Context: an optimization exercise on an open-source flow, tuned for small area. The choices shown serve that exercise and are no tape-out recipe.
In this exercise RTL edits were held to simulation tests only and were not proved equivalent to the original.
Power and IR drop assume default switching activity.

==> run X <==
Design RISCVunicycle, start of the top module:
module RISCVunicycle (
    input  wire        clk,
    input  wire        rst,
    input  wire [31:0] instr,
    input  wire [31:0] ReadData,
    output wire [31:0] PC,
    output wire        MemWrite,
    output wire        MemRead,
    output wire [31:0] ALUResult,
    output wire [31:0] WriteData
);
==> module register_file, before the edit <==
module register_file (
    input  wire        clk,
    input  wire        we,
    input  wire [4:0]  a1,
    input  wire [4:0]  a2,
    input  wire [4:0]  a3,
    input  wire [31:0] wd,
    output wire [31:0] rd1,
    output wire [31:0] rd2
);
    localparam NC = 4;
    localparam GW = 32 / NC;
    wire [NC*32-1:0] wsel, s1, s2;
    decode5 #(.NC(NC)) dw (.en(we),   .a(a3), .sel(wsel));
    decode5 #(.NC(NC)) d1 (.en(1'b1), .a(a1), .sel(s1));
    decode5 #(.NC(NC)) d2 (.en(1'b1), .a(a2), .sel(s2));
    wire [31:0] rq [1:31];
    genvar i, b, c;
    generate for (i = 1; i < 32; i = i + 1) begin : regs
        reg [31:0] q;
        integer g;
        always @(posedge clk)
            for (g = 0; g < NC; g = g + 1)
                if (wsel[g*32+i]) q[g*GW +: GW] <= wd[g*GW +: GW];
        assign rq[i] = q;
    end endgenerate
    generate for (b = 0; b < 32; b = b + 1) begin : bits
        wire [31:1] col;
        for (i = 1; i < 32; i = i + 1) begin : c
            assign col[i] = rq[i][b];
        end
        rmux31 m1 (.s(s1[(b/GW)*32+1 +: 31]), .d(col), .y(rd1[b]));
        rmux31 m2 (.s(s2[(b/GW)*32+1 +: 31]), .d(col), .y(rd2[b]));
    end endgenerate
endmodule
==> module decode5, before the edit <==
module decode5 #(parameter NC = 1) (
    input  wire           en,
    input  wire [4:0]     a,
    output wire [NC*32-1:0] sel
);
    wire [4:0] na;
    wire [3:0] nlo;
    wire [7:0] nhi;
    genvar k, c;
    generate for (k = 0; k < 5; k = k + 1) begin : iv
        c_inv u (.a(a[k]), .y(na[k]));
    end
    for (k = 0; k < 4; k = k + 1) begin : lo
        c_nand2 u (.a(k[0] ? a[0] : na[0]), .b(k[1] ? a[1] : na[1]), .y(nlo[k]));
    end
    for (k = 0; k < 8; k = k + 1) begin : hi
        c_nand4 u (.a(en), .b(k[0] ? a[2] : na[2]), .c(k[1] ? a[3] : na[3]),
                   .d(k[2] ? a[4] : na[4]), .y(nhi[k]));
    end
    for (c = 0; c < NC; c = c + 1) begin : cp
        assign sel[c*32] = 1'b0;
        for (k = 1; k < 32; k = k + 1) begin : o
            c_nor2 u (.a(nlo[k % 4]), .b(nhi[k / 4]), .y(sel[c*32+k]));
        end
    end endgenerate
endmodule
export LEC_CHECK = 0
export CAP_MARGIN = 0
export CORE_MARGIN = 2
export CORE_UTILIZATION = 50
export SETUP_SLACK_MARGIN = 0.1
export SLEW_MARGIN = 0
export SYNTH_HIERARCHICAL = 1
export SYNTH_MINIMUM_KEEP_SIZE = 0
create_clock -name core_clock -period 10.0 [get_ports {clk}]
standard.sh (not shown) runs the stock make flow with config.mk's settings and CLKGATE_MAP_FILE= SYNTH_SCRIPT=/design/flow/synth_recipe.tcl, a recipe that flattens the netlist after the stock synthesis.
==> flow/flow/run.sh <==
#!/bin/bash
# Own layout flow: the standard ORFS flow (standard.sh, unchanged synthesis)
# with two changes:
#  - plain buffers (buf_1) on the ports instead of the default port buffer,
#  - clock tree built from clkbuf_8 (clusters of up to 16 sinks, 80 um) without
#    dummy loads.
# The full make output goes to flow_make.log in the work folder; ORFS keeps its
# per-step logs under orfs/logs/.
set -euo pipefail
export BUFFER_PORTS_ARGS="-buffer_cell sky130_fd_sc_hd__buf_1"
export CTS_ARGS="-sink_clustering_enable -repair_clock_nets -dont_use_dummy_load -buf_list sky130_fd_sc_hd__clkbuf_8 -sink_clustering_size 16 -sink_clustering_max_diameter 80"
bash standard.sh > flow_make.log 2>&1
==> inputs of run F, as changes to run X <==
--- a/flow/design.v
+++ b/flow/design.v
@@ -93,9 +93,9 @@
     localparam NC = 4;
     localparam GW = 32 / NC;
     wire [NC*32-1:0] wsel, s1, s2;
-    decode5 #(.NC(NC)) dw (.en(we),   .a(a3), .sel(wsel));
-    decode5 #(.NC(NC)) d1 (.en(1'b1), .a(a1), .sel(s1));
-    decode5 #(.NC(NC)) d2 (.en(1'b1), .a(a2), .sel(s2));
+    decode5 #(.NC(NC), .EN(1)) dw (.en(we),   .a(a3), .sel(wsel));
+    decode5 #(.NC(NC), .EN(0)) d1 (.en(1'b1), .a(a1), .sel(s1));
+    decode5 #(.NC(NC), .EN(0)) d2 (.en(1'b1), .a(a2), .sel(s2));
     wire [31:0] rq [1:31];
     genvar i, b, c;
     generate for (i = 1; i < 32; i = i + 1) begin : regs
@@ -115,7 +115,7 @@
         rmux31 m2 (.s(s2[(b/GW)*32+1 +: 31]), .d(col), .y(rd2[b]));
     end endgenerate
 endmodule
-module decode5 #(parameter NC = 1) (
+module decode5 #(parameter NC = 1, parameter EN = 1) (
     input  wire           en,
     input  wire [4:0]     a,
     output wire [NC*32-1:0] sel
@@ -131,8 +131,13 @@
         c_nand2 u (.a(k[0] ? a[0] : na[0]), .b(k[1] ? a[1] : na[1]), .y(nlo[k]));
     end
     for (k = 0; k < 8; k = k + 1) begin : hi
-        c_nand4 u (.a(en), .b(k[0] ? a[2] : na[2]), .c(k[1] ? a[3] : na[3]),
-                   .d(k[2] ? a[4] : na[4]), .y(nhi[k]));
+        if (EN) begin : e
+            c_nand4 u (.a(en), .b(k[0] ? a[2] : na[2]), .c(k[1] ? a[3] : na[3]),
+                       .d(k[2] ? a[4] : na[4]), .y(nhi[k]));
+        end else begin : n
+            c_nand3 u (.a(k[0] ? a[2] : na[2]), .b(k[1] ? a[3] : na[3]),
+                       .c(k[2] ? a[4] : na[4]), .y(nhi[k]));
+        end
     end
     for (c = 0; c < NC; c = c + 1) begin : cp
         assign sel[c*32] = 1'b0;
- CORE_UTILIZATION: 50 -> 40
- SETUP_SLACK_MARGIN: 0.1 -> 0.2
==> inputs of run Y, as changes to run X <==
--- a/flow/design.v
+++ b/flow/design.v
@@ -93,9 +93,9 @@
     localparam NC = 4;
     localparam GW = 32 / NC;
     wire [NC*32-1:0] wsel, s1, s2;
-    decode5 #(.NC(NC)) dw (.en(we),   .a(a3), .sel(wsel));
-    decode5 #(.NC(NC)) d1 (.en(1'b1), .a(a1), .sel(s1));
-    decode5 #(.NC(NC)) d2 (.en(1'b1), .a(a2), .sel(s2));
+    decode5 #(.NC(NC), .EN(1)) dw (.en(we),   .a(a3), .sel(wsel));
+    decode5 #(.NC(NC), .EN(0)) d1 (.en(1'b1), .a(a1), .sel(s1));
+    decode5 #(.NC(NC), .EN(0)) d2 (.en(1'b1), .a(a2), .sel(s2));
     wire [31:0] rq [1:31];
     genvar i, b, c;
     generate for (i = 1; i < 32; i = i + 1) begin : regs
@@ -115,7 +115,7 @@
         rmux31 m2 (.s(s2[(b/GW)*32+1 +: 31]), .d(col), .y(rd2[b]));
     end endgenerate
 endmodule
-module decode5 #(parameter NC = 1) (
+module decode5 #(parameter NC = 1, parameter EN = 1) (
     input  wire           en,
     input  wire [4:0]     a,
     output wire [NC*32-1:0] sel
@@ -131,8 +131,13 @@
         c_nand2 u (.a(k[0] ? a[0] : na[0]), .b(k[1] ? a[1] : na[1]), .y(nlo[k]));
     end
     for (k = 0; k < 8; k = k + 1) begin : hi
-        c_nand4 u (.a(en), .b(k[0] ? a[2] : na[2]), .c(k[1] ? a[3] : na[3]),
-                   .d(k[2] ? a[4] : na[4]), .y(nhi[k]));
+        if (EN) begin : e
+            c_nand4 u (.a(en), .b(k[0] ? a[2] : na[2]), .c(k[1] ? a[3] : na[3]),
+                       .d(k[2] ? a[4] : na[4]), .y(nhi[k]));
+        end else begin : n
+            c_nand3 u (.a(k[0] ? a[2] : na[2]), .b(k[1] ? a[3] : na[3]),
+                       .c(k[2] ? a[4] : na[4]), .y(nhi[k]));
+        end
     end
     for (c = 0; c < NC; c = c + 1) begin : cp
         assign sel[c*32] = 1'b0;
- CORE_UTILIZATION: 50 -> 45
- SETUP_SLACK_MARGIN: 0.1 -> 0.2
==> notes <==
- Against run Y, the cell count of run F is higher by about 5%.
- Combinational power: run F > run Y > run X.
- Against run X, the sequential power of run F is larger by about 2%.
- Synthesized area is about the same in run X and run Y.
- Synthesized cell count is about the same in run Y and run X.
- Worst setup slack: run Y is higher than run X (0.094 ns).
- Design area, lowest first: run Y, run X, run F.
- Clock power is about the same in run X and run F.
- In clock-buffer cell count, run X and run F do not differ.

-- re-timing with driven ports --
How much do the figures lean on ideal ports? The routed layouts below were timed once more, with nothing changed but the port constraints.
Step 1 sets driving cells, clkbuf_16 on the clock port and buf_2 on the other inputs (assumed; they add their load-dependent delay and slew).
Step 2, shift: input delay + t, output delay - t, t = (earliest + latest rising clock arrival at the registers) / 2. This alone moves slack from input paths to output paths.
Slacks: no drivers / after step 1 / after step 2; pairs: no drivers / after step 1.
run	t (ns)	slack for setup (ns)	slew at the worst register clock pin (ns)	worst data-port slew with drivers (ns)
run X	0.826	0.169 / 0.030 / 0.030	0.11 / 0.11	0.14
run F	0.819	0.192 / 0.172 / 0.172	0.11 / 0.11	0.21
run Y	0.805	0.263 / 0.220 / 0.220	0.11 / 0.11	0.19
After both steps every run listed still meets setup and hold. The setup slack of run X, which loses most, moves by -0.139 ns with the drivers and by -0.139 ns with both steps.
